This is an optimization exercise on Yosys and OpenROAD, whose aim is small area, a short achievable clock period and few clock cycles, not a production implementation.
Only simulation tests tie the RTL to the original design; equivalence was not proved.
Power and IR drop assume default switching activity.

[flow/design.v]
`timescale 1ns / 1ps
module matrix_alu (
    input wire clk,
    input wire rst_n,
    input wire        start,
    input wire [2:0]  opcode,
    input wire [15:0] scalar_val,
    input wire [1:0]  slot_a_idx,
    input wire [1:0]  slot_b_idx,
    output reg        done,
    output reg        error,
    output reg [1:0]  mem_rd_slot,
    output reg [2:0]  mem_rd_row,
    output reg [2:0]  mem_rd_col,
    input  wire [15:0] mem_rd_data,
    input wire [2:0]  mem_current_m,
    input wire [2:0]  mem_current_n,
    output wire [1:0]  mem_wr_slot,
    output reg [2:0]  mem_wr_row,
    output reg [2:0]  mem_wr_col,
    output reg [15:0] mem_wr_data,
    output reg        mem_wr_we,
    output reg [2:0]  mem_res_m,
    output reg [2:0]  mem_res_n,
    output reg        mem_dim_we
);
    assign mem_wr_slot = 2'd2;
    wire is_add = (opcode == 3'd0);
    wire is_sub = (opcode == 3'd1);
    wire is_mul = (opcode == 3'd2);
    wire is_sca = (opcode == 3'd3);
    wire is_tra = (opcode == 3'd4);
    wire bad_op = opcode[2] & (opcode[1] | opcode[0]);
    wire two_ph = ~opcode[2];                   
    wire mulsca = is_mul | is_sca;
    reg       s1;          
    reg       rd_act;      
    reg       c1;          
    reg       phb;         
    reg       phbm;        
    reg [2:0] i, j, k;
    reg [2:0] dml, dnl;    
    reg        e1, e2, e_last, e2_last, f_v, e_ew, acc_clr;
    reg [15:0] a_hold, b_cur, cs_s, cs_c;
    reg [3:0]  bo, bt, bn;    
    always @(*) begin
        mem_rd_row = phbm ? k : i;
        mem_rd_col = phbm ? j : k;
    end
    wire       go     = start & ~bad_op;
    wire       rd_now = s1 | rd_act;
    wire [2:0] ma = dml + 3'd1;
    wire [2:0] na = dnl + 3'd1;
    wire mism = c1 & (((is_add | is_sub) & ((mem_current_m != ma) | (mem_current_n != na))) |
                      (is_mul & (mem_current_m != na)));
    wire i_max = s1 ? (mem_current_m == 3'd1) : (i == dml);
    wire k_max = s1 ? (mem_current_n == 3'd1) : (k == dnl);
    wire j_max = c1 ? (mem_current_n == 3'd1) : (j == mem_res_n - 3'd1);
    reg  kill;             
    wire adv    = rd_now & (phb | ~two_ph) & ~kill;
    wire end_rd = adv & i_max & k_max & (~is_mul | j_max);
    wire nphb   = (rd_now & two_ph & ~kill & ~phb) | (go & is_sca);
    always @(posedge clk or negedge rst_n) begin
        if (!rst_n) begin
            s1 <= 1'b0; rd_act <= 1'b0; c1 <= 1'b0; phb <= 1'b0; kill <= 1'b0;
            i <= 3'd0; j <= 3'd0; k <= 3'd0;
            e1 <= 1'b0; e2 <= 1'b0; f_v <= 1'b0; e_ew <= 1'b0;
            mem_wr_we <= 1'b0; mem_wr_row <= 3'd0; mem_wr_col <= 3'd0;
            mem_dim_we <= 1'b0;
            done <= 1'b0; error <= 1'b0;
        end else begin
            s1 <= go;
            c1 <= s1 & two_ph;
            kill <= mism;
            if (kill | end_rd) rd_act <= 1'b0;
            else if (rd_now) rd_act <= 1'b1;
            phb  <= nphb;
            if (kill) begin
                i <= 3'd0; j <= 3'd0; k <= 3'd0;
            end else if (adv) begin
                if (is_tra) begin
                    if (i_max) begin
                        i <= 3'd0;
                        k <= k_max ? 3'd0 : k + 3'd1;
                    end else i <= i + 3'd1;
                end else if (k_max) begin
                    k <= 3'd0;
                    if (~is_mul | j_max) begin
                        j <= 3'd0;
                        i <= i_max ? 3'd0 : i + 3'd1;
                    end else j <= j + 3'd1;
                end else k <= k + 3'd1;
            end
            e1      <= adv & mulsca;
            e2      <= e1 & ~kill;
            f_v     <= (e_ew & ~kill) | (e2 & e2_last);
            e_ew    <= adv & ~mulsca;
            mem_wr_we <= f_v;
            done <= 1'b0;
            if (mem_wr_we) begin
                if (mem_wr_col == mem_res_n - 3'd1) begin
                    mem_wr_col <= 3'd0;
                    if (mem_wr_row == mem_res_m - 3'd1) begin
                        mem_wr_row <= 3'd0;
                        done <= 1'b1;
                    end else mem_wr_row <= mem_wr_row + 3'd1;
                end else mem_wr_col <= mem_wr_col + 3'd1;
            end
            mem_dim_we <= (s1 & ~two_ph) | (c1 & two_ph & ~mism);
            if (start) error <= bad_op;
            else if (mism) error <= 1'b1;
        end
    end
    wire [15:0] dsrc = is_sca ? scalar_val : a_hold;
    wire [8:0]  bsrc = ~mulsca ? ((is_sub & phb) ? 9'b111111110 : 9'b000000010) :
                       phb ? {dsrc[7:0], 1'b0} : dsrc[15:7];
    integer d;
    wire acc_en = ~acc_clr;
    wire t0 = (bo[0] & b_cur[0]) ^ bn[0];
    wire t1 = ((bo[0] & b_cur[1]) | (bt[0] & b_cur[0])) ^ bn[0];
    wire t2 = ((bo[0] & b_cur[2]) | (bt[0] & b_cur[1])) ^ bn[0];
    wire t3 = ((bo[0] & b_cur[3]) | (bt[0] & b_cur[2])) ^ bn[0];
    wire t4 = ((bo[0] & b_cur[4]) | (bt[0] & b_cur[3])) ^ bn[0];
    wire t5 = ((bo[0] & b_cur[5]) | (bt[0] & b_cur[4])) ^ bn[0];
    wire t6 = ((bo[0] & b_cur[6]) | (bt[0] & b_cur[5])) ^ bn[0];
    wire t7 = ((bo[0] & b_cur[7]) | (bt[0] & b_cur[6])) ^ bn[0];
    wire t8 = ((bo[0] & b_cur[8]) | (bt[0] & b_cur[7])) ^ bn[0];
    wire t9 = ((bo[0] & b_cur[9]) | (bt[0] & b_cur[8])) ^ bn[0];
    wire t10 = ((bo[0] & b_cur[10]) | (bt[0] & b_cur[9])) ^ bn[0];
    wire t11 = ((bo[0] & b_cur[11]) | (bt[0] & b_cur[10])) ^ bn[0];
    wire t12 = ((bo[0] & b_cur[12]) | (bt[0] & b_cur[11])) ^ bn[0];
    wire t13 = ((bo[0] & b_cur[13]) | (bt[0] & b_cur[12])) ^ bn[0];
    wire t14 = ((bo[0] & b_cur[14]) | (bt[0] & b_cur[13])) ^ bn[0];
    wire t15 = ((bo[0] & b_cur[15]) | (bt[0] & b_cur[14])) ^ bn[0];
    wire t16 = bn[0];
    wire t17 = (bo[1] & b_cur[0]) ^ bn[1];
    wire t18 = ((bo[1] & b_cur[1]) | (bt[1] & b_cur[0])) ^ bn[1];
    wire t19 = ((bo[1] & b_cur[2]) | (bt[1] & b_cur[1])) ^ bn[1];
    wire t20 = ((bo[1] & b_cur[3]) | (bt[1] & b_cur[2])) ^ bn[1];
    wire t21 = ((bo[1] & b_cur[4]) | (bt[1] & b_cur[3])) ^ bn[1];
    wire t22 = ((bo[1] & b_cur[5]) | (bt[1] & b_cur[4])) ^ bn[1];
    wire t23 = ((bo[1] & b_cur[6]) | (bt[1] & b_cur[5])) ^ bn[1];
    wire t24 = ((bo[1] & b_cur[7]) | (bt[1] & b_cur[6])) ^ bn[1];
    wire t25 = ((bo[1] & b_cur[8]) | (bt[1] & b_cur[7])) ^ bn[1];
    wire t26 = ((bo[1] & b_cur[9]) | (bt[1] & b_cur[8])) ^ bn[1];
    wire t27 = ((bo[1] & b_cur[10]) | (bt[1] & b_cur[9])) ^ bn[1];
    wire t28 = ((bo[1] & b_cur[11]) | (bt[1] & b_cur[10])) ^ bn[1];
    wire t29 = ((bo[1] & b_cur[12]) | (bt[1] & b_cur[11])) ^ bn[1];
    wire t30 = ((bo[1] & b_cur[13]) | (bt[1] & b_cur[12])) ^ bn[1];
    wire t31 = bn[1];
    wire t32 = (bo[2] & b_cur[0]) ^ bn[2];
    wire t33 = ((bo[2] & b_cur[1]) | (bt[2] & b_cur[0])) ^ bn[2];
    wire t34 = ((bo[2] & b_cur[2]) | (bt[2] & b_cur[1])) ^ bn[2];
    wire t35 = ((bo[2] & b_cur[3]) | (bt[2] & b_cur[2])) ^ bn[2];
    wire t36 = ((bo[2] & b_cur[4]) | (bt[2] & b_cur[3])) ^ bn[2];
    wire t37 = ((bo[2] & b_cur[5]) | (bt[2] & b_cur[4])) ^ bn[2];
    wire t38 = ((bo[2] & b_cur[6]) | (bt[2] & b_cur[5])) ^ bn[2];
    wire t39 = ((bo[2] & b_cur[7]) | (bt[2] & b_cur[6])) ^ bn[2];
    wire t40 = ((bo[2] & b_cur[8]) | (bt[2] & b_cur[7])) ^ bn[2];
    wire t41 = ((bo[2] & b_cur[9]) | (bt[2] & b_cur[8])) ^ bn[2];
    wire t42 = ((bo[2] & b_cur[10]) | (bt[2] & b_cur[9])) ^ bn[2];
    wire t43 = ((bo[2] & b_cur[11]) | (bt[2] & b_cur[10])) ^ bn[2];
    wire t44 = bn[2];
    wire t45 = (bo[3] & b_cur[0]) ^ bn[3];
    wire t46 = ((bo[3] & b_cur[1]) | (bt[3] & b_cur[0])) ^ bn[3];
    wire t47 = ((bo[3] & b_cur[2]) | (bt[3] & b_cur[1])) ^ bn[3];
    wire t48 = ((bo[3] & b_cur[3]) | (bt[3] & b_cur[2])) ^ bn[3];
    wire t49 = ((bo[3] & b_cur[4]) | (bt[3] & b_cur[3])) ^ bn[3];
    wire t50 = ((bo[3] & b_cur[5]) | (bt[3] & b_cur[4])) ^ bn[3];
    wire t51 = ((bo[3] & b_cur[6]) | (bt[3] & b_cur[5])) ^ bn[3];
    wire t52 = ((bo[3] & b_cur[7]) | (bt[3] & b_cur[6])) ^ bn[3];
    wire t53 = ((bo[3] & b_cur[8]) | (bt[3] & b_cur[7])) ^ bn[3];
    wire t54 = ((bo[3] & b_cur[9]) | (bt[3] & b_cur[8])) ^ bn[3];
    wire t55 = bn[3];
    wire t56 = acc_en & cs_s[0];
    wire t57 = acc_en & cs_c[0];
    wire t58 = acc_en & cs_s[1];
    wire t59 = acc_en & cs_c[1];
    wire t60 = acc_en & cs_s[2];
    wire t61 = acc_en & cs_c[2];
    wire t62 = acc_en & cs_s[3];
    wire t63 = acc_en & cs_c[3];
    wire t64 = acc_en & cs_s[4];
    wire t65 = acc_en & cs_c[4];
    wire t66 = acc_en & cs_s[5];
    wire t67 = acc_en & cs_c[5];
    wire t68 = acc_en & cs_s[6];
    wire t69 = acc_en & cs_c[6];
    wire t70 = acc_en & cs_s[7];
    wire t71 = acc_en & cs_c[7];
    wire t72 = acc_en & cs_s[8];
    wire t73 = acc_en & cs_c[8];
    wire t74 = acc_en & cs_s[9];
    wire t75 = acc_en & cs_c[9];
    wire t76 = acc_en & cs_s[10];
    wire t77 = acc_en & cs_c[10];
    wire t78 = acc_en & cs_s[11];
    wire t79 = acc_en & cs_c[11];
    wire t80 = acc_en & cs_s[12];
    wire t81 = acc_en & cs_c[12];
    wire t82 = acc_en & cs_s[13];
    wire t83 = acc_en & cs_c[13];
    wire t84 = acc_en & cs_s[14];
    wire t85 = acc_en & cs_c[14];
    wire t86 = acc_en & cs_s[15];
    wire t87 = acc_en & cs_c[15];
    wire t88 = t16 ^ t56 ^ t57;
    wire t89 = (t16 & t56) | (t16 & t57) | (t56 & t57);
    wire t90 = t58 ^ t59 ^ t1;
    wire t91 = (t58 & t59) | (t58 & t1) | (t59 & t1);
    wire t92 = t31 ^ t60 ^ t61;
    wire t93 = (t31 & t60) | (t31 & t61) | (t60 & t61);
    wire t94 = t17 ^ t2 ^ t91;
    wire t95 = (t17 & t2) | (t17 & t91) | (t2 & t91);
    wire t96 = t62 ^ t63 ^ t18;
    wire t97 = (t62 & t63) | (t62 & t18) | (t63 & t18);
    wire t98 = t3 ^ t93 ^ t96;
    wire t99 = (t3 & t93) | (t3 & t96) | (t93 & t96);
    wire t100 = t44 ^ t64 ^ t65;
    wire t101 = (t44 & t64) | (t44 & t65) | (t64 & t65);
    wire t102 = t19 ^ t32 ^ t4;
    wire t103 = (t19 & t32) | (t19 & t4) | (t32 & t4);
    wire t104 = t100 ^ t97 ^ t102;
    wire t105 = (t100 & t97) | (t100 & t102) | (t97 & t102);
    wire t106 = t66 ^ t67 ^ t20;
    wire t107 = (t66 & t67) | (t66 & t20) | (t67 & t20);
    wire t108 = t33 ^ t5 ^ t101;
    wire t109 = (t33 & t5) | (t33 & t101) | (t5 & t101);
    wire t110 = t103 ^ t106 ^ t108;
    wire t111 = (t103 & t106) | (t103 & t108) | (t106 & t108);
    wire t112 = t55 ^ t68 ^ t69;
    wire t113 = (t55 & t68) | (t55 & t69) | (t68 & t69);
    wire t114 = t21 ^ t34 ^ t45;
    wire t115 = (t21 & t34) | (t21 & t45) | (t34 & t45);
    wire t116 = t6 ^ t107 ^ t112;
    wire t117 = (t6 & t107) | (t6 & t112) | (t107 & t112);
    wire t118 = t114 ^ t109 ^ t116;
    wire t119 = (t114 & t109) | (t114 & t116) | (t109 & t116);
    wire t120 = t70 ^ t71 ^ t22;
    wire t121 = (t70 & t71) | (t70 & t22) | (t71 & t22);
    wire t122 = t35 ^ t46 ^ t7;
    wire t123 = (t35 & t46) | (t35 & t7) | (t46 & t7);
    wire t124 = t113 ^ t115 ^ t120;
    wire t125 = (t113 & t115) | (t113 & t120) | (t115 & t120);
    wire t126 = t122 ^ t117 ^ t124;
    wire t127 = (t122 & t117) | (t122 & t124) | (t117 & t124);
    wire t128 = t72 ^ t73 ^ t23;
    wire t129 = (t72 & t73) | (t72 & t23) | (t73 & t23);
    wire t130 = t36 ^ t47 ^ t8;
    wire t131 = (t36 & t47) | (t36 & t8) | (t47 & t8);
    wire t132 = t121 ^ t123 ^ t128;
    wire t133 = (t121 & t123) | (t121 & t128) | (t123 & t128);
    wire t134 = t130 ^ t125 ^ t132;
    wire t135 = (t130 & t125) | (t130 & t132) | (t125 & t132);
    wire t136 = t74 ^ t75 ^ t24;
    wire t137 = (t74 & t75) | (t74 & t24) | (t75 & t24);
    wire t138 = t37 ^ t48 ^ t9;
    wire t139 = (t37 & t48) | (t37 & t9) | (t48 & t9);
    wire t140 = t129 ^ t131 ^ t136;
    wire t141 = (t129 & t131) | (t129 & t136) | (t131 & t136);
    wire t142 = t138 ^ t133 ^ t140;
    wire t143 = (t138 & t133) | (t138 & t140) | (t133 & t140);
    wire t144 = t76 ^ t77 ^ t10;
    wire t145 = (t76 & t77) | (t76 & t10) | (t77 & t10);
    wire t146 = t25 ^ t38 ^ t49;
    wire t147 = (t25 & t38) | (t25 & t49) | (t38 & t49);
    wire t148 = t137 ^ t139 ^ t144;
    wire t149 = (t137 & t139) | (t137 & t144) | (t139 & t144);
    wire t150 = t146 ^ t141 ^ t148;
    wire t151 = (t146 & t141) | (t146 & t148) | (t141 & t148);
    wire t152 = t78 ^ t79 ^ t11;
    wire t153 = (t78 & t79) | (t78 & t11) | (t79 & t11);
    wire t154 = t26 ^ t39 ^ t50;
    wire t155 = (t26 & t39) | (t26 & t50) | (t39 & t50);
    wire t156 = t145 ^ t147 ^ t152;
    wire t157 = (t145 & t147) | (t145 & t152) | (t147 & t152);
    wire t158 = t154 ^ t149 ^ t156;
    wire t159 = (t154 & t149) | (t154 & t156) | (t149 & t156);
    wire t160 = t80 ^ t81 ^ t12;
    wire t161 = (t80 & t81) | (t80 & t12) | (t81 & t12);
    wire t162 = t27 ^ t40 ^ t51;
    wire t163 = (t27 & t40) | (t27 & t51) | (t40 & t51);
    wire t164 = t153 ^ t155 ^ t160;
    wire t165 = (t153 & t155) | (t153 & t160) | (t155 & t160);
    wire t166 = t162 ^ t157 ^ t164;
    wire t167 = (t162 & t157) | (t162 & t164) | (t157 & t164);
    wire t168 = t82 ^ t83 ^ t13;
    wire t169 = (t82 & t83) | (t82 & t13) | (t83 & t13);
    wire t170 = t28 ^ t41 ^ t52;
    wire t171 = (t28 & t41) | (t28 & t52) | (t41 & t52);
    wire t172 = t161 ^ t163 ^ t168;
    wire t173 = (t161 & t163) | (t161 & t168) | (t163 & t168);
    wire t174 = t170 ^ t165 ^ t172;
    wire t175 = (t170 & t165) | (t170 & t172) | (t165 & t172);
    wire t176 = t84 ^ t85 ^ t14;
    wire t177 = (t84 & t85) | (t84 & t14) | (t85 & t14);
    wire t178 = t29 ^ t42 ^ t53;
    wire t179 = (t29 & t42) | (t29 & t53) | (t42 & t53);
    wire t180 = t169 ^ t171 ^ t176;
    wire t181 = (t169 & t171) | (t169 & t176) | (t171 & t176);
    wire t182 = t178 ^ t173 ^ t180;
    wire t183 = (t178 & t173) | (t178 & t180) | (t173 & t180);
    wire t184 = t86 ^ t87 ^ t15;
    wire t185 = t30 ^ t43 ^ t54;
    wire t186 = t177 ^ t179 ^ t184;
    wire t187 = t185 ^ t181 ^ t186;
    wire t188 = t183 ^ t187;
    wire [15:0] cs_s_n = {t188, t175, t167, t159, t151, t143, t135, t127, t119, t111, t105, t99, t95, t92, t89, t0};
    wire [15:0] cs_c_n = {1'b0, t182, t174, t166, t158, t150, t142, t134, t126, t118, t110, t104, t98, t94, t90, t88};
    always @(posedge clk) begin
        if (s1) begin
            dml <= mem_current_m - 3'd1;
            dnl <= mem_current_n - 3'd1;
            mem_res_m <= is_tra ? mem_current_n : mem_current_m;
            mem_res_n <= is_tra ? mem_current_m : mem_current_n;
        end
        if (c1 & is_mul) mem_res_n <= mem_current_n;
        phbm <= nphb & is_mul;
        mem_rd_slot <= (nphb & ~is_sca) ? slot_b_idx : slot_a_idx;
        acc_clr <= mulsca ? (adv & (~is_mul | (k == 3'd0))) : (~two_ph | ~phb);
        e_last  <= ~is_mul | k_max;
        e2_last <= e_last;
    end
    always @(posedge clk) begin
        if (rd_now & is_mul & ~phb)
            a_hold <= mem_rd_data;
        b_cur <= (phb | ~mulsca) ? mem_rd_data : {b_cur[7:0], 8'd0};
        for (d = 0; d < 4; d = d + 1) begin
            bo[d] <= bsrc[2*d+1] ^ bsrc[2*d];
            bt[d] <= (bsrc[2*d+2] & ~bsrc[2*d+1] & ~bsrc[2*d]) | (~bsrc[2*d+2] & bsrc[2*d+1] & bsrc[2*d]);
            bn[d] <= bsrc[2*d+2];
        end
        cs_s <= cs_s_n;
        cs_c <= cs_c_n;
        mem_wr_data <= cs_s + cs_c;
    end
endmodule
[flow/flow/run.sh]
#!/bin/bash
set -euo pipefail
export BUFFER_PORTS_ARGS="-buffer_cell sky130_fd_sc_hd__buf_1"
bash standard.sh finish > flow_make.log 2>&1
[flow/standard.sh]
#!/bin/bash
# synth_recipe.tcl (not shown) runs the flow's synth.tcl, then flattens the netlist and writes it again
# the make line also repeats each setting of config.mk as NAME=value (left out here)
make -C /OpenROAD-flow-scripts/flow DESIGN_CONFIG=/design/flow/config.mk WORK_HOME=/design/flow/orfs CLKGATE_MAP_FILE= SYNTH_SCRIPT=/design/flow/synth_recipe.tcl "${@:-finish}"
[flow/config.mk]
export PLATFORM = sky130hd
export DESIGN_NAME = matrix_alu
export DESIGN_NICKNAME = matrix_alu
export VERILOG_FILES = /design/flow/design.v
export SDC_FILE = /design/flow/constraint.sdc
export NUM_CORES = 4
export LEC_CHECK = 0
export CAP_MARGIN = 20
export CORE_MARGIN = 2
export CORE_UTILIZATION = 60
export CTS_BUF_LIST = sky130_fd_sc_hd__clkbuf_4 sky130_fd_sc_hd__clkbuf_8
export SETUP_SLACK_MARGIN = 5
export SLEW_MARGIN = 20
[flow/constraint.sdc]
create_clock -name core_clock -period 8.0 [get_ports {clk}]
set_input_delay 1.6000 -clock core_clock [delete_from_list [all_inputs] [get_ports {clk}]]
set_output_delay 1.6000 -clock core_clock [all_outputs]
set_load 0.01 [all_outputs]
==> run summary, run 1 <==
- Final antenna-violating net count: 0
- Synth area leaders: dfxtp_1, fa_1, edfxtp_1
- Die H: approximately 120 um
- Delay-heaviest family, CP: adder cells
- Gate Count Post-Synth: roughly 770
- RR Endpoint: cs_s[15]
- Root Driver: clkbuf_8
- TNS Setup: 0 ns
- Reg2Reg Setup Slack: ~5 ns
- Wire per inst: roughly 16 um
- Outcome: complete, no violations
- CP bufs+invs: 0
- Seq pwr share: a little under two fifths
- Post-Synth Adder-Cell Area: between 15 and 20%
- Psw: ~1.1 mW
- Min Tclk post-route: 2.95 ns
- # fillers: 1062
- Tcrit/Tclk final: between 30 and 40%
- Largest family of logic cells by synthesized area: adder cells
- Max_slew headroom: between 40% and 50%
- Nets: between 900 and 1000
- Hold-fix buffers, CTS: 0
- CTS Buffer Depth: 2
- Final Hold Fails: 0
- Fraction of registers with async set/reset: 20.4%
- Initial antenna violation count: 0
- DIE WIDTH: ~120 um
- Rows: 42
- Layout area overhead: 10.8%
- Initial core utilization: between 60% and 70%
- CTS clock-pin slew for the worst setup and hold paths: 0.09 ns
- WHS Path Cells: 0
- Syn nets: about 900
- PwrDens: around 310 mW/mm^2
- Vias per cell: around 5.6
- DP HPWL: 13000 um
- Post-Synth Simple-Gate Area: between 10% and 20%
- Area of the multi-input gates: 0.00459 sq mm
- Clk pwr share: 21.7%
- GR Overflow Total: 0
- Crit Path Class: register to register
- Largest net degree at the start of global routing: 32
- Commonest non-fill, non-tap cell in the layout: buf_1
- Synth Cell Area: between 0.008 and 0.009 sq mm
- Synth Area in Compound Gates: 11.4%
- 1st-pass router iterations: 5
- Hold Path Class: register to register
- Max Clock Freq: 0.339 GHz
- WP data arrival: 3.32 ns
- Drc violations: 0
- Worst Max-Slew Pin Slew: roughly 0.84 ns
- Switch share: a little under two fifths
- Final setup violation count: 0
- Post-synthesis cell type count: 67
- Critical path capture point type: register
- Total Power: 2.82 mW
- Worst-Skew Late Latency: 0.45 ns
- Worst Hold Endpoint: e2_last
- IO Pins: 90
- Slew Viols, Final: 0
- Syn avg cell area: between 10 and 15 sq um
- Max VDD drop: 0.154 mV
- Max Cap Violations: 0
- Mux cell area share after synthesis: 5.12%
- Worst setup startpoint: bt[1]
- CP max FO: 13
- RSZ-0062 raised after global routing: true
- IO buf count: 87
- RR Startpoint: bt[1]
- Leak: between 3 and 4 nW
- Placer Congestion: around 0.82
- Largest area contributor in the netlist: dfxtp_1
- Routed vias: ~5700
- Critical Path Slowest Stage Cell: dfxtp_2
- GR Util All Layers: roughly 25%
- Hold_sp: e_last
- Yosys reg bits: approximately 140
- Internal power: around 1.7 mW
- Main synth FF type: dfxtp_1
- Worst Reg2Reg Path Length in Cells: 9
- Logic gate share of total power: just over 40%
- Seq/Total Area, Yosys: between 30% and 40%
- Die ar.: ~0.015 sq mm
- Syn. warnings: 1
- CTS Sinks: between 100 and 150
- Diode count: 0
- Max H-tree Level: 4
- Yosys top cell area share: 19.9%
- Post-synth EDFFs: 28
- Most used cell, CP: xnor2_1
- Vias in the first global route: about 5800
- Num CTS Buffers: 17
- Initial DRC count: between 300 and 400
- Core Region: around 0.013 sq mm
- Sequential cell area: 0.00320 sq mm
- Max stage delay on crit path: roughly 0.52 ns
- Worst clock skew: ~0.0079 ns
- CTS tree: yes
- First-pass GRT wire length: roughly 28000 um
- Routed WL: 16900 um
- CP cell instances: a22oi_1, xnor2_1, fa_1, fa_1, fa_1, xor2_1, xnor2_1, xnor2_1, xnor2_1
- Worst EP required: around 8.4 ns
- Fraction of layout cells with a size suffix above 1: between 10 and 15%
- Startpoint types: register
- XOR/XNOR share of the synthesized area: roughly 11%
- Most frequent cells in the layout: buf_1, xnor2_1, dfxtp_1
## synth_stat cells, drive strengths merged (21+ instances only)
cell type / instances
a21oi: 25
a22oi: 48
clkbuf: 30
dfrtp: 28
dfxtp: 81
edfxtp: 28
fa: 49
ha: 29
inv: 64
nand2: 32
nand2b: 31
nor2: 43
nor2b: 21
o21ai: 25
xnor2: 76
xor2: 27
## per-layer routing
metal	routed length [um]	global-route usage (%)	up-vias
met3	869	4.72	12
li1	-	-	2757
met5	0	0	-
met2	8460	41.6	185
met1	7430	33.1	2772
met4	121	7.27	0
## registers in the layout (all words and copies together), names as in the netlist, 4 cells and up
signal	count
b_cur	16
bo	4
a_hold	16
cs_c	15
cs_s	16
mem_wr_data	16
bn	4
bt	4
## repair_timing
item,in CTS,in global routing
pin swaps,0,0
setup endpoints to repair,9,14
gates cloned,0,0
buffers inserted,1,2
gates resized for setup,13,20
## kinds of logic (layout without fill, tap and decap cells)
| logic type | count (synthesis) | in the layout |
|---|---|---|
| adders and majority gates | 78 | 78 |
| buffers and inverters | 107 | 188 |
| xor gates and xnor gates | 103 | 103 |
| other | 2 | 2 |
| DFF | 137 | 137 |
| muxes | 30 | 30 |
| AOI/OAI and AO/OA | 138 | 138 |
| and+or+nand+nor | 176 | 176 |
## power groups by stage
stage | Clock [mW] | Sequential, mW | Combinational, mW
detailed placement | 0 | 1.06 | 1.15
floorplan | 0 | 1.03 | 0.885
global placement | 0 | 1.05 | 1.09
finish | 0.611 | 1.04 | 1.17
CTS | 0.623 | 1.04 | 1.17
global route | 0.653 | 1.07 | 1.32
## worst max-delay path by stage
stage	endpoint	slack, ns	depth (start not counted)
5_1_grt	cs_s[15]	4.95	9
6_report	cs_s[15]	5.05	9
3_3_place_gp	bt[1]	4.56	6
4_1_cts	cs_s[15]	4.96	10
3_5_place_dp	bt[2]	4.42	6
2_1_floorplan	i[0]	4.96	6
## metrics by stage
| stage | std cells | util, % | hold slack, ns | cell area, sq um | setup WS, ns |
|---|---|---|---|---|---|
| CTS | 1026 | 68.0 | 0.341 | 9000 | 4.96 |
| floorplan | 771 | - | 0.310 | 8190 | 4.96 |
| global placement | 993 | 64.6 | 0.315 | 8550 | 4.56 |
| detailed placement | 993 | 64.6 | 0.321 | 8550 | 4.42 |
| finish | 1028 | 68.3 | 0.342 | 9050 | 5.05 |
| global route | 1028 | 68.3 | 0.351 | 9050 | 4.95 |
## layout make-up
type | instances | area share, %
Clock buffer | 17 | 2.59
Multi-Input combinational cell | 527 | 50.8
Timing Repair Buffer | 92 | 4.08
Tap cell | 176 | 2.43
Clock inverter | 15 | 2.07
Inverter | 64 | 2.68
Sequential cell | 137 | 35.4
Testbench counts, summed over its fixed seeds: cycles 11,863.
==> run 2: changes to the inputs <==
--- a/flow/design.v
+++ b/flow/design.v
@@ -25,13 +25,15 @@
     output reg        mem_dim_we
 );
     assign mem_wr_slot = 2'd2;
-    wire is_add = (opcode == 3'd0);
-    wire is_sub = (opcode == 3'd1);
-    wire is_mul = (opcode == 3'd2);
-    wire is_sca = (opcode == 3'd3);
-    wire is_tra = (opcode == 3'd4);
+    reg  [2:0] op_r;
     wire bad_op = opcode[2] & (opcode[1] | opcode[0]);
-    wire two_ph = ~opcode[2];                   
+    wire sca_in = (opcode == 3'd3);
+    wire is_add = (op_r == 3'd0);
+    wire is_sub = (op_r == 3'd1);
+    wire is_mul = (op_r == 3'd2);
+    wire is_sca = (op_r == 3'd3);
+    wire is_tra = (op_r == 3'd4);
+    wire two_ph = ~op_r[2];                     
     wire mulsca = is_mul | is_sca;
     reg       s1;          
     reg       rd_act;      
@@ -59,7 +61,8 @@
     reg  kill;             
     wire adv    = rd_now & (phb | ~two_ph) & ~kill;
     wire end_rd = adv & i_max & k_max & (~is_mul | j_max);
-    wire nphb   = (rd_now & two_ph & ~kill & ~phb) | (go & is_sca);
+    wire nphb_r = rd_now & two_ph & ~kill & ~phb;
+    wire nphb   = nphb_r | (go & sca_in);
     always @(posedge clk or negedge rst_n) begin
         if (!rst_n) begin
             s1 <= 1'b0; rd_act <= 1'b0; c1 <= 1'b0; phb <= 1'b0; kill <= 1'b0;
@@ -315,8 +318,9 @@
             mem_res_n <= is_tra ? mem_current_m : mem_current_n;
         end
         if (c1 & is_mul) mem_res_n <= mem_current_n;
-        phbm <= nphb & is_mul;
-        mem_rd_slot <= (nphb & ~is_sca) ? slot_b_idx : slot_a_idx;
+        op_r <= opcode;
+        phbm <= nphb_r & is_mul;
+        mem_rd_slot <= (nphb_r & ~is_sca) ? slot_b_idx : slot_a_idx;
         acc_clr <= mulsca ? (adv & (~is_mul | (k == 3'd0))) : (~two_ph | ~phb);
         e_last  <= ~is_mul | k_max;
         e2_last <= e_last;
==> run 2 against run 1 <==
Effect of this change: sequential power barely moved; highest routed layer unchanged; area after synthesis fell by 0.72%; still clean on timing, DRC and antenna; non-clock buffer count is 1 lower; global-route usage decreased by 0.71 points; register-to-register slack improved by 0.09 ns; maximum frequency increased by 0.20%; total power down 0.99%.
==> run summary, run 2 <==
- Outcome: complete, no violations
- IO buf count: just under 90
- Leak: about 3.6 nW
- Worst Max-Slew Pin Slew: around 0.80 ns
- Vias per cell: 5.43
- Max VDD drop: around 0.15 mV
- Post-Layout Cell Count: just over 1000
- PwrDens: just over 300 mW/mm^2
- GR Overflow Total: 0
- CTS clock-pin slew for the worst setup and hold paths: 0.08 ns
- Psw: about 1.0 mW
- Initial core utilization: 61.2%
- Min Tclk post-route: around 2.9 ns
- Hold Path Class: register to register
- XOR/XNOR share of the synthesized area: between 10% and 20%
- CTS tree: yes
- Mux cell area share after synthesis: just under 5%
- Wire per inst: 16.0 um
- Syn avg cell area: around 11 sq um
- Most common cell in the synthesized netlist: dfxtp_1
- Seq/Total Area, Yosys: ~40%
- Rows: 42
- Critical Path Slowest Stage Cell: dfxtp_4
- Max_slew headroom: a little under half
- Internal power: ~1.7 mW
- Core Region: around 0.013 sq mm
- Synth area leaders: dfxtp_1, fa_1, edfxtp_1
- Nets: 956
- Post-Synth Simple-Gate Area: a little under an eighth
- Yosys top cell area share: between 20 and 25%
- Inst Count DP: about 1000
- Post-synthesis cell type count: 66
- Initial antenna violation count: 0
- Root Driver: clkbuf_8
- Yosys reg bits: 140
- Max stage delay on crit path: just over 0.4 ns
- Slew Viols, Final: 0
- RSZ-0062 raised after global routing: true
- IO Pins: 90
- DIE WIDTH: ~120 um
- Total Power: approximately 2.8 mW
- Most frequent cells in the layout: buf_1, xnor2_1, dfxtp_1
- Hold WS: 0.342 ns
- Syn nets: 885
- Final antenna-violating net count: 0
- First-pass GRT wire length: 27300 um
- Layout area overhead: 11.0%
- Worst EP required: roughly 6.4 ns
- Commonest non-fill, non-tap cell in the layout: buf_1
- Pre-CTS setup slack: around 4.7 ns
- Die ar.: between 0.01 and 0.015 sq mm
- CTS Buffer Depth: 2
- Main synth FF type: dfxtp_1
- Max Clock Freq: ~0.34 GHz
- Max Cap Violations: 0
- Num CTS Buffers: 17
- Drc violations: 0
- Gate Count Post-Synth: about 760
- Initial DRC count: 304
- Crit Path Class: register to output pin
- Largest family of logic cells by synthesized area: adder cells
- Synth Area in Compound Gates: between 10% and 20%
- Post-synth top cells: dfxtp_1, xnor2_1, inv_1
- Tcrit/Tclk final: 36.8%
- Synth Cell Area: between 0.008 and 0.009 sq mm
- Worst setup margin: slightly above 5 ns
- Largest area contributor in the netlist: dfxtp_1
- Clk pwr share: between 20 and 25%
- Final Hold Fails: 0
- GR Util All Layers: ~24%
- Routed vias: roughly 5500
- CTS Sinks: 140
- Final setup violation count: 0
- Max H-tree Level: 4
- DP HPWL: approximately 12000 um
- Die H: 120 um
- WP data arrival: approximately 1.3 ns
- Fraction of registers with async set/reset: around a fifth
- CP max FO: 11
- 1st-pass router iterations: 7
- Hold-fix buffers, CTS: 0
- Post-synth EDFFs: 28
- Diode count: 0
- Startpoint types: register
- Largest net degree at the start of global routing: 32
- Worst clock skew: between 0.01 and 0.015 ns
- Post-Synth Adder-Cell Area: between 10% and 20%
- Vias in the first global route: 5602
- Placer Congestion: 0.836
- Logic gate share of total power: about two fifths
- Seq pwr share: between 30% and 40%
- Switch share: 37.4%
- CP cell instances: mux2_2, buf_1
- Syn. warnings: 1
- Critical path capture point type: output pin
- Worst-Skew Late Latency: approximately 0.45 ns
- Fraction of layout cells with a size suffix above 1: between 10% and 20%
- TNS Setup: 0 ns
- Routed WL: about 16000 um
[run 2: cell count changes in the layout (fill, tap and decap cells not counted), moves of 4 or more]
cell and delta:
buf_1 +4, nand3b_1 -5, nand3_1 -5, mux2_2 -5, dfxtp_1 +4, a21oi_1 -6, nand2_1 +11, nand4_1 -4
mux2i_1 +7
[run 2: what timing repair did]
action	CTS	global route
buffers inserted	1	1
endpoints found under the setup margin	5	4
gates resized for setup	8	23
[run 2: path summary, 6_finish.rpt]
| path | startpoint | to | slack, ns | cells past startpoint |
|---|---|---|---|---|
| max in group asynchronous | rst_n | k[1] | 6.60 | 2 |
| max | phbm | mem_rd_row[2] | 5.06 | 2 |
| max reg2reg | bt[1] | cs_s[15] | 5.14 | 9 |
| min | e_last | e2_last | 0.34 | 0 |
| min reg2reg | e_last | e2_last | 0.34 | 0 |
| min in group asynchronous | rst_n | s1 | 1.12 | 2 |
[run 2: power by group through the flow]
stage	Clock [mW]	Combinational [mW]	Sequential [mW]
floorplan	0	0.866	1.04
global placement	0	1.06	1.07
detailed placement	0	1.11	1.08
CTS	0.623	1.13	1.06
global route	0.656	1.28	1.09
finish	0.615	1.12	1.06
[run 2: layout make-up]
type                            instances  area [sq um]
Fill cell                            1065          4240
Clock inverter                         15           188
Sequential cell                       140          3260
Multi-Input combinational cell        515          4490
Tap cell                              176           220
Inverter                               65           246
Timing Repair Buffer                   91           357
Clock buffer                           17           234
[run 2: per-layer routing]
layer / track usage [%] / part of all wire [%] / wire (um) / vias to the layer above
met5: 0 / 0 / 0 / -
met4: 6.03 / 0.87 / 141 / 0
met3: 5.09 / 4.8 / 789 / 14
met2: 39.4 / 49 / 8060 / 156
met1: 33.3 / 45 / 7300 / 2674
li1: - / - / - / 2688
[run 2: critical path: cells and delay by family (launching register included)]
family | cells | cell delay [ns]
mux | 1 | 0.35
flops | 1 | 0.41
buf+inv | 1 | 0.13
[run 2: cell families after synthesis]
group | count (synthesis)
adder cells (fa/ha/maj) | 78
other | 2
flip-flops | 140
AO/OA/AOI/OAI | 124
multiplexers | 31
buffers and inverters | 104
AND/OR/NAND/NOR | 175
XOR/XNOR | 105
[run 2: per-stage QoR]
stage	utilization (%)	instance area [sq um]
after global placement	64.2	8500
after detailed placement	64.2	8500
after CTS	67.5	8940
after floorplan	-	8110
after global routing	68.0	9000
final	68.0	9000
Testbench counts of run 2, summed over its fixed seeds: cycles 11,863.
==> run 3: changes to the inputs <==
--- a/flow/design.v
+++ b/flow/design.v
@@ -39,16 +39,11 @@
     reg       rd_act;      
     reg       c1;          
     reg       phb;         
-    reg       phbm;        
     reg [2:0] i, j, k;
     reg [2:0] dml, dnl;    
     reg        e1, e2, e_last, e2_last, f_v, e_ew, acc_clr;
     reg [15:0] a_hold, b_cur, cs_s, cs_c;
     reg [3:0]  bo, bt, bn;    
-    always @(*) begin
-        mem_rd_row = phbm ? k : i;
-        mem_rd_col = phbm ? j : k;
-    end
     wire       go     = start & ~bad_op;
     wire       rd_now = s1 | rd_act;
     wire [2:0] ma = dml + 3'd1;
@@ -63,6 +58,26 @@
     wire end_rd = adv & i_max & k_max & (~is_mul | j_max);
     wire nphb_r = rd_now & two_ph & ~kill & ~phb;
     wire nphb   = nphb_r | (go & sca_in);
+    reg [2:0] i_n, j_n, k_n;
+    always @(*) begin
+        i_n = i; j_n = j; k_n = k;
+        if (kill) begin
+            i_n = 3'd0; j_n = 3'd0; k_n = 3'd0;
+        end else if (adv) begin
+            if (is_tra) begin
+                if (i_max) begin
+                    i_n = 3'd0;
+                    k_n = k_max ? 3'd0 : k + 3'd1;
+                end else i_n = i + 3'd1;
+            end else if (k_max) begin
+                k_n = 3'd0;
+                if (~is_mul | j_max) begin
+                    j_n = 3'd0;
+                    i_n = i_max ? 3'd0 : i + 3'd1;
+                end else j_n = j + 3'd1;
+            end else k_n = k + 3'd1;
+        end
+    end
     always @(posedge clk or negedge rst_n) begin
         if (!rst_n) begin
             s1 <= 1'b0; rd_act <= 1'b0; c1 <= 1'b0; phb <= 1'b0; kill <= 1'b0;
@@ -78,22 +93,7 @@
             if (kill | end_rd) rd_act <= 1'b0;
             else if (rd_now) rd_act <= 1'b1;
             phb  <= nphb;
-            if (kill) begin
-                i <= 3'd0; j <= 3'd0; k <= 3'd0;
-            end else if (adv) begin
-                if (is_tra) begin
-                    if (i_max) begin
-                        i <= 3'd0;
-                        k <= k_max ? 3'd0 : k + 3'd1;
-                    end else i <= i + 3'd1;
-                end else if (k_max) begin
-                    k <= 3'd0;
-                    if (~is_mul | j_max) begin
-                        j <= 3'd0;
-                        i <= i_max ? 3'd0 : i + 3'd1;
-                    end else j <= j + 3'd1;
-                end else k <= k + 3'd1;
-            end
+            i <= i_n; j <= j_n; k <= k_n;
             e1      <= adv & mulsca;
             e2      <= e1 & ~kill;
             f_v     <= (e_ew & ~kill) | (e2 & e2_last);
@@ -319,7 +319,8 @@
         end
         if (c1 & is_mul) mem_res_n <= mem_current_n;
         op_r <= opcode;
-        phbm <= nphb_r & is_mul;
+        mem_rd_row <= (nphb_r & is_mul) ? k_n : i_n;
+        mem_rd_col <= (nphb_r & is_mul) ? j_n : k_n;
         mem_rd_slot <= (nphb_r & ~is_sca) ? slot_b_idx : slot_a_idx;
         acc_clr <= mulsca ? (adv & (~is_mul | (k == 3'd0))) : (~two_ph | ~phb);
         e_last  <= ~is_mul | k_max;
==> flow/flow/run.sh (replaced) <==
#!/bin/bash
set -euo pipefail
export BUFFER_PORTS_ARGS="-buffer_cell sky130_fd_sc_hd__buf_1"
bash standard.sh SETUP_SLACK_MARGIN=5.3 finish > flow_make.log 2>&1
--- a/flow/config.mk
+++ b/flow/config.mk
@@ -9,5 +9,4 @@
 export CORE_MARGIN = 2
 export CORE_UTILIZATION = 60
 export CTS_BUF_LIST = sky130_fd_sc_hd__clkbuf_4 sky130_fd_sc_hd__clkbuf_8
-export SETUP_SLACK_MARGIN = 5
 export SLEW_MARGIN = 20
==> run 3 against run 2 <==
Effect of this change: still clean; clock skew decreased by 0.0063 ns; area after synthesis is 2.4% higher; clock power rose by 13%; routed wire length increased by 9.5%; combinational power up 6%; total power is 7.0% higher; count of clock-buffer cells in the layout increased by 2; critical path depth up 8; first-iteration DRC count increased by 19%; maximum frequency increased by 6.4%; worst setup slack gained 0.18 ns; sequential share of layout area is 1.0 points lower; highest routed layer unchanged.
==> run summary, run 3 <==
- Outcome: complete, no violations
- Max H-tree Level: 4
- Commonest non-fill, non-tap cell in the layout: buf_1
- Crit Path Class: register to register
- Worst-Skew Late Latency: 0.46 ns
- Vias in the first global route: 6018
- Initial core utilization: about three fifths
- Max VDD drop: between 0.2 and 0.25 mV
- Fraction of layout cells with a size suffix above 1: between 10 and 15%
- Worst clock skew: 0.00772 ns
- Core Region: 0.0134 sq mm
- Slew Viols, Final: 0
- 1st-pass router iterations: 5
- Max_slew headroom: 30.5%
- Syn. warnings: 1
- Final Hold Fails: 0
- Vias per cell: about 5.5
- Drc violations: 0
- Leak: ~4.0 nW
- Post-synthesis cell type count: 65
- Seq/Total Area, Yosys: 40.0%
- Wire per inst: around 17 um
- Routed WL: between 15000 and 20000 um
- Final setup violation count: 0
- Yosys reg bits: around 150
- IO Pins: 90
- Worst EP required: 8.39 ns
- Largest net degree at the start of global routing: 32
- Critical path capture point type: register
- CP max FO: 5
- Diode count: 0
- Initial DRC count: around 360
- Final antenna-violating net count: 0
- CTS clock-pin slew for the worst setup and hold paths: 0.08 ns
- CTS Sinks: 145
- GR Util All Layers: roughly a quarter
- Placer Congestion: ~0.87
- Max Cap Violations: 0
- Most common cell in the synthesized netlist: dfxtp_1
- GR Overflow Total: 0
- Post-synth top cells: dfxtp_1, xnor2_1, inv_1
- Hold Path Class: register to register
- Max Clock Freq: roughly 0.36 GHz
- Sequential cell area: 0.00336 sq mm
- Initial antenna violation count: 0
- CTS tree: yes
- First-pass GRT wire length: a little under 30000 um
- Synth Cell Area: about 0.0083 sq mm
- PwrDens: 313 mW/mm^2
- Gate Count Post-Synth: around 800
- Die ar.: between 0.01 and 0.015 sq mm
- Routed vias: about 5900
- Post-synth EDFFs: 28
- DIE WIDTH: approximately 120 um
- IO buf count: 87
- DP HPWL: ~13000 um
- Largest area contributor in the netlist: dfxtp_1
- Inst Count DP: about 1000
- Syn nets: 922
- Die H: 122 um
- Area of the multi-input gates: between 0.004 and 0.005 sq mm
- TNS Setup: 0 ns
- Tcrit/Tclk final: between 30 and 40%
- Nets: 1005
- Layout area overhead: 15.1%
- Fraction of registers with async set/reset: 19.3%
- Num CTS Buffers: 17
- Min Tclk post-route: around 2.8 ns
- CTS Buffer Depth: 2
- Main synth FF type: dfxtp_1
- RSZ-0062 raised after global routing: true
- # fillers: between 1000 and 1500
- Root Driver: clkbuf_8
- Syn avg cell area: around 10 sq um
- Synth area leaders: dfxtp_1, fa_1, edfxtp_1
- WP data arrival: about 3.2 ns
- Startpoint types: register
- Most frequent cells in the layout: buf_1, dfxtp_1, xnor2_1
- Rows: 42
- Worst Max-Slew Pin Slew: about 1.0 ns
- Post-Layout Cell Count: ~1100
- Yosys top cell area share: between 20% and 30%
run 3: cell count changes in the layout (fill, tap and decap cells not counted), sizes merged, moves of 8 or more:
cell,delta
nand2,+21
nor2b,-11
mux2i,-8
xnor2,-9
and2,+13
buf,+10
run 3: area by class of cell:
type / count / area share [%]
clock buffers: 19 / 2.74
clock inverters: 13 / 2.32
inverters: 68 / 2.96
multi-input cells: 542 / 49.0
flip-flops and latches: 145 / 35.2
well taps: 176 / 2.31
repair buffers: 105 / 5.42
run 3: metrics by stage:
| step | area (sq um) | utilization (%) | hold slack (ns) | setup WS [ns] | power, mW |
|---|---|---|---|---|---|
| final | 9550 | 71.3 | 0.339 | 5.23 | 2.99 |
| after global routing | 9550 | 71.3 | 0.355 | 5.09 | 3.21 |
| after CTS | 9390 | 70.1 | 0.349 | 5.17 | 2.97 |
| after detailed placement | 8780 | 65.6 | 0.331 | 4.61 | 2.25 |
| after global placement | 8780 | 65.6 | 0.312 | 4.67 | 2.19 |
| after floorplan | 8420 | - | 0.310 | 5.03 | 1.96 |
run 3: logic make-up (layout without fill, tap and decap cells):
kind of cell | Yosys count | after routing | synth area share [%]
buffers and inverters | 109 | 205 | 5.31
other | 2 | 2 | 0.0905
AO/OA/AOI/OAI | 131 | 131 | 11.1
adder cells (fa/ha/maj) | 78 | 78 | 16.2
XOR/XNOR | 103 | 103 | 10.9
AND/OR/NAND/NOR | 209 | 209 | 12.8
flip-flops | 145 | 145 | 40.0
multiplexers | 19 | 19 | 3.65
run 3: what timing repair did:
item                                    CTS  global route
hold buffers                              0             0
setup buffers                             8             7
gates cloned                              0             1
gates resized for setup                  31            25
endpoints found under the setup margin   15            12
pin swaps                                 4             6
run 3: critical path, stage by stage, from the launching register on:
cell and delay [ns]:
dfxtp_4 0.38, a22oi_2 0.20, xnor2_2 0.09, fa_1 0.49, fa_1 0.49, inv_1 0.06
fa_2 0.34, xor2_1 0.19, xnor2_1 0.16, xnor2_1 0.16, xnor2_1 0.14
run 3: worst paths after layout:
path                        start         end  slack, ns  depth (start not counted)
min reg2reg                e_last     e2_last       0.34                          0
max in group asynchronous   rst_n   mem_wr_we       6.53                          2
min in group asynchronous   rst_n  mem_dim_we       1.16                          2
max                         bt[0]    cs_s[15]       5.23                         10
max reg2reg                 bt[0]    cs_s[15]       5.23                         10
min                        e_last     e2_last       0.34                          0
run 3: report_power, final:
group          switching [mW]  internal (mW)
sequential              0.155          0.949
clock                   0.303          0.395
combinational           0.646          0.543
total                    1.10           1.89
run 3: layer usage:
metal | GRT usage [%] | part of all wire [%] | vias up
met3 | 4.59 | 4.8 | 25
met2 | 41.6 | 48 | 168
met4 | 8.48 | 1.7 | 0
met5 | 0 | 0 | -
met1 | 34.9 | 46 | 2874
li1 | - | - | 2834
Testbench counts of run 3, summed over its fixed seeds: cycles 11,863.

afterwards: timing with drivers on the ports:
In the flow no input, the clock included, has a driving cell. The finished layouts below were timed again as built, in two steps.
Step 1 (the two cells are an assumption about what drives the block):
set clk [get_ports {clk}]
set_driving_cell -lib_cell sky130_fd_sc_hd__clkbuf_16 $clk
set_driving_cell -lib_cell sky130_fd_sc_hd__buf_2 [delete_from_list [all_inputs] $clk]
Step 2 moves the port delays by t, midway between the first and last clock arrival at a register: inputs arrive t later, outputs are due t later. That takes back most of the time a late clock gives input paths.
a / b / c = no drivers / after step 1 / after step 2; a / b = the first two.
run	shift t [ns]	setup slack, ns	slew at the worst register clock pin (ns)
run 1	0.479	5.051 / 5.035 / 4.681	0.09 / 0.09
run 2	0.486	5.057 / 5.018 / 4.716	0.09 / 0.09
run 3	0.489	5.233 / 5.233 / 4.795	0.09 / 0.09
After both steps setup and hold are still met in every run listed. The setup slack of run 3, which loses most, moves by 0.000 ns with the drivers and by -0.438 ns with both steps.
